Context: an optimization exercise on an open-source flow, tuned for small area and a short achievable clock period. The choices shown serve that exercise and are no tape-out recipe.
Function was checked by simulation only, so behaviour that the tests miss may differ from the original.
Power is estimated from default activity; no workload was simulated.

==> config.mk <==
export PLATFORM = sky130hd
export DESIGN_NAME = ALU
export DESIGN_NICKNAME = ALU
export VERILOG_FILES = /design/flow/design.v
export SDC_FILE = /design/flow/constraint.sdc
export NUM_CORES = 4
export LEC_CHECK = 0
export CAP_MARGIN = 20
export CORE_MARGIN = 2
export CORE_UTILIZATION = 40
export SLEW_MARGIN = 20
==> constraint.sdc <==
create_clock -name core_clock -period 28.0 [get_ports {clk}]
set_input_delay 5.6000 -clock core_clock [delete_from_list [all_inputs] [get_ports {clk}]]
set_output_delay 5.6000 -clock core_clock [all_outputs]
set_load 0.01 [all_outputs]
==> design.v <==
`timescale 1ns / 1ps
module logical(
input [15:0] a,b,
input [3*8:0] sel,
output reg [15:0] x
    );
 always@(*)
begin
    case(sel)
    "~": 
            x=~a;
    "|": 
            x=a|b;
    "&": 
            x=a&b;
    "~&": 
            x=~(a&b);
    "~|": 
            x=~(a|b);
    "^": 
            x=a^b;
    "~^": 
            x=~(a^b);
    "<<": 
            x=a<<1;
    ">>": 
            x=a>>1;
    "asl": 
            x={a[14:0],1'b0};
    "asr": 
            x={a[15],a[15:1]};
    "rol": 
            x={a[14:0],a[15]};
    "ror": 
            x={a[0],a[15:1]};  
    "cmp": 
            if(a>b)
                x=1;
             else if(a<b)
                x=16'hffff;
             else
                x=0;  
     default:
            x=0;
     endcase
end
endmodule
`timescale 1ns / 1ps
module arithmetic(
input [15:0] A,
input [15:0] B,
input [8:0] sel,
output reg [15:0] Sum,
output reg Cout
    );
wire [15:0] B_comp;
twos_comp TC(B,B_comp);
reg [15:0] b;
wire [15:0] S1;
wire c1;
adder A1( A, b, S1, c1);
always @(*)
case(sel)
"+" : begin
        b = B;
        Sum = S1;
        Cout = c1;
      end
"-" : begin
        b = B_comp;
        Sum = S1;
        Cout = 0;
      end       
default : begin
        b = B;
        Sum = 0;
        Cout = 0;
        end       
endcase 
endmodule
module adder(
input [15:0] A,
input [15:0] B,
output [15:0] Sum,
output Cout
    );
wire [2:0] cout_cla;
wire Cin;
assign Cin = 0;
carry_look_ahead CLA1(A[3:0],B[3:0], Cin, cout_cla[0]);
carry_look_ahead CLA2(A[7:4],B[7:4], cout_cla[0], cout_cla[1]);
carry_look_ahead CLA3(A[11:8],B[11:8], cout_cla[1], cout_cla[2] );  
carry_look_ahead CLA4(A[15:12],B[15:12], cout_cla[2], Cout );
ripple_carry_adder RCA1(A[3:0], B[3:0], Cin, Sum[3:0]);
ripple_carry_adder RCA2(A[7:4], B[7:4],cout_cla[0], Sum[7:4]);
ripple_carry_adder RCA3(A[11:8], B[11:8], cout_cla[1], Sum[11:8]);
ripple_carry_adder RCA4(A[15:12], B[15:12], cout_cla[2], Sum[15:12]);  
endmodule
module full_adder(
input a, b, cin,
output sum, cout
);
    assign sum = a ^ b ^ cin;
    assign cout = (a & b) | (b & cin) | (cin & a);
endmodule
module ripple_carry_adder(
    input [3:0] a, b,
    input cin,
    output [3:0] sum
);
    wire [3:0] c;
    full_adder FA1(a[0], b[0], cin, sum[0], c[0]);
    full_adder FA2(a[1], b[1], c[0], sum[1], c[1]);
    full_adder FA3(a[2], b[2], c[1], sum[2], c[2]);
    full_adder FA4(a[3], b[3], c[2], sum[3], c[3]);
endmodule
module carry_look_ahead(
input [3:0]a,b,
input Cin,
output Cout1);
wire [3:0]p,g;
assign p = a^b;
assign g = a&b;
assign Cout1 =  g[3] | (p[3] & g[2]) | (p[3] & p[2] & g[1]) | (p[3] & p[2] & p[1] & g[0]) | (p[3] & p[2] & p[1] & p[0] & Cin);
endmodule
module twos_comp(
input [15:0]B,
output [15:0]B_comp
);
assign B_comp = ~B + 1'b1;
endmodule
`timescale 1ns / 1ps
module multiplier( input clk, input[15:0]A1, B1, output reg [31:0] C);
integer i;
reg [31:0]A2;
reg [15:0]B2;
always@(posedge clk )
begin
		C=0;
		A2[15:0]=A1;
		A2[31:16]=0;
		B2=B1;
        for (i=0;i<16;i=i+1)
        begin
			if(B1[i]==1'b0)
			begin
				C=C+0;
			end
			else
			begin
				C=C+(A1<<i);
			end
		end
end
endmodule
`timescale 1ns / 1ps
module ALU(
input clk,
input [15:0]a,b,
input [3*8:0] op,
output  reg [31:0]out
    );
wire [15:0]z1,z2;
wire [31:0]z3;
reg [15:0] a1, a2, a3, b1, b2, b3;
reg [1:0] sel;
wire Cout;
always @(*)
if(  op == "" || op == "~" || op == "|" || op == "&" || op == "~&" || op == "~|" ||
     op == "^" || op == "~^" || op == ">>" || op == "<<" || op == "asr" || 
     op == "asl" || op == "ror" || op == "rol" || op == "cmp" )
 sel = 2'b00;
else if(op == "+" || op == "-")
    sel = 2'b01;
else if( op == "*" )
    sel = 2'b10;
else
    sel = 2'b00;
logical L(a1, b1, op, z1);
arithmetic AA1( a2,b2,op,z2,Cout);
multiplier M( clk,a3, b3, z3);
always @(*)
case(sel)
2'b00 : begin
        a1 = a;
        a2 = 0;
        a3 = 0;
        b1 = b;
        b2 = 0;
        b3 = 0;
        out[15:0] = z1;
        out[31:16] = 0;
        end
2'b01  : begin
        a1 = 0;
        a2 = a;
        a3 = 0;
        b1 = 0;
        b2 = b;
        b3 = 0;
        out[15:0] = z2;
        out[16] = Cout;
        out[31:17] = 0;
        end     
default :  begin
        a1 = 0;
        a2 = 0;
        a3 = a;
        b1 = 0;
        b2 = 0;
        b3 = b;
       out = z3;
        end            
endcase
endmodule
==> run.sh <==
#!/bin/bash
# synth_recipe.tcl (not shown) runs the flow's synth.tcl, then flattens the netlist and writes it again
# the make line also repeats each setting of config.mk as NAME=value (left out here)
make -C /OpenROAD-flow-scripts/flow DESIGN_CONFIG=/design/flow/config.mk WORK_HOME=/design/flow/orfs CLKGATE_MAP_FILE= SYNTH_SCRIPT=/design/flow/synth_recipe.tcl finish
==> run summary <==
[stage by stage]
stage	std cells	TNS [ps]	setup slack [ps]
floorplan	2631	0	1250
global placement	3278	0	743
detailed placement	3278	0	132
CTS	3286	0	337
global route	3301	-105	-84.7
finish	3301	0	1380
[worst max-delay path, delay by kind of cell]
kind | cells | cell delay [ps]
AOI/OAI and AO/OA | 37 | 6660
xor gates and xnor gates | 13 | 2010
adders and majority gates | 16 | 5320
buffers and inverters | 4 | 800
muxes | 6 | 1540
and+or+nand+nor | 28 | 4780
[metal layers]
layer / share of wire, % / track usage (%)
met1: 46 / 37.8
met2: 46 / 45.9
met3: 6.5 / 2.41
met4: 2.4 / 7.12
met5: 0 / 0
[cell usage after synthesis, types with 14 or more instances]
library cell,count
sky130_fd_sc_hd__a221oi_1,27
sky130_fd_sc_hd__xor2_1,72
sky130_fd_sc_hd__fa_1,26
sky130_fd_sc_hd__o211ai_1,23
sky130_fd_sc_hd__a21o_1,78
sky130_fd_sc_hd__inv_1,117
sky130_fd_sc_hd__nor2_1,262
sky130_fd_sc_hd__nand2b_1,31
sky130_fd_sc_hd__mux2_2,48
sky130_fd_sc_hd__o31ai_1,19
sky130_fd_sc_hd__ha_1,316
sky130_fd_sc_hd__o2111ai_1,14
sky130_fd_sc_hd__nor2b_1,27
sky130_fd_sc_hd__o21a_1,48
sky130_fd_sc_hd__o21bai_1,26
sky130_fd_sc_hd__or2_2,16
sky130_fd_sc_hd__a21oi_1,224
sky130_fd_sc_hd__a31oi_1,36
sky130_fd_sc_hd__or3_1,22
sky130_fd_sc_hd__xnor2_1,116
sky130_fd_sc_hd__a211oi_1,39
sky130_fd_sc_hd__o21ai_0,162
sky130_fd_sc_hd__nor3_1,53
sky130_fd_sc_hd__nor4_1,19
sky130_fd_sc_hd__and2_1,65
sky130_fd_sc_hd__nand3_1,53
sky130_fd_sc_hd__clkbuf_1,82
sky130_fd_sc_hd__nand2_1,298
sky130_fd_sc_hd__dfxtp_1,32
sky130_fd_sc_hd__and3_1,44
[power breakdown]
group          internal [mW]  switching (mW)
sequential            0.0455  0.000000000942
combinational         0.0155          0.0251
clock                 0.0329          0.0262
total                 0.0939          0.0513
[logic make-up (layout without fill, tap and decap cells)]
group / count (synthesis) / after routing
xor gates and xnor gates: 188 / 188
buffers and inverters: 214 / 284
DFF: 32 / 32
and+or+nand+nor: 936 / 936
muxes: 62 / 62
AOI/OAI and AO/OA: 857 / 857
adders and majority gates: 342 / 342
[final timing paths]
| path | from | endpoint | cells after the start |
|---|---|---|---|
| worst min-delay path | b[15] | M.C[29]$_DFF_P_ | 2 |
| worst max-delay path | op[8] | M.C[30]$_DFF_P_ | 104 |
[final cells by class]
type	instances	share of cell area (%)
multi-input combinational	2385	83.6
tap	600	3.62
inverter	117	2.12
sequential	32	3.09
timing repair buffer	159	6.85
clock buffer	5	0.603
clock inverter	3	0.0905
[repair_timing]
item | CTS | global route
setup buffers | 0 | 14
setup endpoints to repair | 0 | 10
gates resized for setup | 0 | 97
==> run summary <==
Outcome
The flow ran to the end and the layout has no timing, DRC or antenna violations.

Final layout
The filler cells instantiated in the layout total 4648. The layout overhead on the synthesized area is 13.2%. The net count of the finished layout is ~3.1k.

The area occupied by multi-input gates is 0.0173 mm2. Leaving out fill and tap cells, the most frequent cells in the layout are sky130_fd_sc_hd__ha_1 (304), sky130_fd_sc_hd__nand2_1 (298), sky130_fd_sc_hd__nor2_1 (256). 0 antenna diodes ended up in the layout.

Leaving out fill and tap cells, the most frequent cell in the layout is sky130_fd_sc_hd__ha_1. The flip-flop count of the largest register after layout is 32. The final standard cell utilization of the core is 45.8%. The register area is approximately 640 um2. The finished cells cover 0.0207 mm2. The share of cells above drive strength 1 is 8.89%.

Critical path
The delay of the slowest critical-path stage is 510 ps. The slowest stage of the critical path is the sky130_fd_sc_hd__or4_1 cell. Data on the critical path is required at its endpoint by 28190 ps. The peak fanout along the critical path is 13. The cell occurring most often along the worst timing path is sky130_fd_sc_hd__ha_1. The critical path start-end classification is primary input to register. The data arrival time of the critical path is 26810 ps. The worst setup path is captured at a register. The worst setup path is launched from a primary input.

CTS
The longest clock path from root to sink contains 2 buffers. The H-tree was split into 2 levels. The tree is rooted in a sky130_fd_sc_hd__clkbuf_16.

The number of buffers added by the clock tree synthesis step is 5. The clock tree from TritonCTS is yes. The number of sinks on the clock net is 32. Hold repair after CTS inserted 0 buffers.

The clock input transition at the sequential cells of the worst setup and hold paths is 60 ps.

Logic synthesis
Of the total synthesized cell area, the portion taken by XOR and XNOR cells is 8.98%. The post-synthesis share of cell area spent on full adders, half adders and majority gates is about 24%. The fraction of synthesis flops using an asynchronous set or reset pin is 0%. The share of synthesized area occupied by flip-flops and latches is 3.50%. In the synthesized netlist, the number of instances is approximately 2.6k. The average footprint of a synthesized cell is ~7 um2.

After synthesis, the cell types taking the most area are sky130_fd_sc_hd__ha_1 (22%), sky130_fd_sc_hd__a21oi_1 (6.1%), sky130_fd_sc_hd__nand2_1 (6.1%), sky130_fd_sc_hd__xnor2_1 (5.5%), sky130_fd_sc_hd__nor2_1 (5.4%). During synthesis, Yosys emitted a total of 5 warnings. The count of unique library cells instantiated by Yosys is 86.

After synthesis the cells add up to 0.0183 mm2. In the synthesized netlist, mux cells make up about 3.8% of the area. Summed over its instances, the top area cell type makes up 21.6% of the synthesized netlist area. The post-synthesis compound-gate area fraction is 30.9%. The synthesized flop and latch total is 32. The number of nets in the synthesized netlist is 3031. The top flip-flop cell by instance count after synthesis is sky130_fd_sc_hd__dfxtp_1. The combinational family with the most area after synthesis is compound AO/OA/AOI/OAI gates. The number of flops mapped to enable cells by yosys is 0. The basic-gate share of the synthesized area counting and, or, nand and nor cells is a little under a quarter. The cell accounting for the most synthesized area is sky130_fd_sc_hd__ha_1.

Placed design
Buffers placed on the I/O ports in this run total 89. The post-placement cell area is 0.0200 mm2. Routability-driven placement finished with a final weighted congestion of 0.950. The sum of net half-perimeters after detailed placement is about 52000 um.

Power
The standby leakage power is 10.4 nW. The peak ir drop on the vdd network is roughly 17 uV. Dividing total power by cell area gives a power density of 7.00 mW/mm2. The overall power consumption is approximately 0.15 mW.

Global route
Entering global routing, the biggest net connects 46 pins. The initial antenna violation count came to 0. The via count of the first global-routing pass came to 19.3k. The first-pass GRT wire length is about 110000 um. The total congestion overflow is 0.

In the global route stage, overall resource usage came out at a little over a quarter.

Timing
The post-route minimum period is approximately 27000 ps. The max-slew violation count is 0. The maximum clock frequency is 37.6 MHz. The worst pin sits at a relative slew slack of around 39%.

The worst hold slack across all endpoints is 6020 ps. The transition time of the tightest slew-check pin is about 900 ps. The final count of negative-setup-slack endpoints is 0. The final number of hold-violating endpoints came to 0. After layout, the worst path uses 95.1% of the clock period.

Drt
The final route contains about 20k vias. After detailed routing, the number of vias per cell comes to 6.13. After detailed routing, the total wire length is 67900 um. After the first detailed-routing iteration, the DRC count stood at 1681. The number of nets still failing antenna checks after routing is 0. The detailed-routing iteration count for the pre-antenna-repair pass is 9. The mean routed wirelength per cell is roughly 21 um. In the routed design, unresolved DRC markers number 0.

Floorplan
The initialized floorplan defines 78 standard-cell rows. In this run the vertical extent of the chip is 218 um. 90 I/O pins were placed. Once the floorplan was initialized, standard cells occupied 40.5% of the core. The floorplan step defined a die boundary enclosing 0.0475 mm2.

The standard cell core area is 0.0453 mm2. From left edge to right edge, the die measures 218 um.

Hold path
The type of the tightest min-delay check is primary input to register.

Job
The max-capacitance violation count is 0.

## separate check: timing with driven ports
In the flow no input, the clock included, has a driving cell. The finished layout below was timed again as built, in two steps.
Step 1, drivers: a clkbuf_16 drives clk and a buf_2 each remaining input, both assumed.
Step 2 times the ports against the registers' clock, not the clock port: input delays grow and output delays shrink by t, the midpoint of the rising clock arrivals with the driver on.
Slacks: ideal ports / drivers / drivers and shift; pairs: ideal ports / drivers.
t (ns): 0.343
setup WS [ns]: 1.385 / 1.399 / 1.056
hold slack, ns: 6.018 / 6.012 / 6.355
After both steps this run still meets setup and hold. For this run, drivers alone change the setup slack by +0.014 ns; drivers and shift together by -0.329 ns.
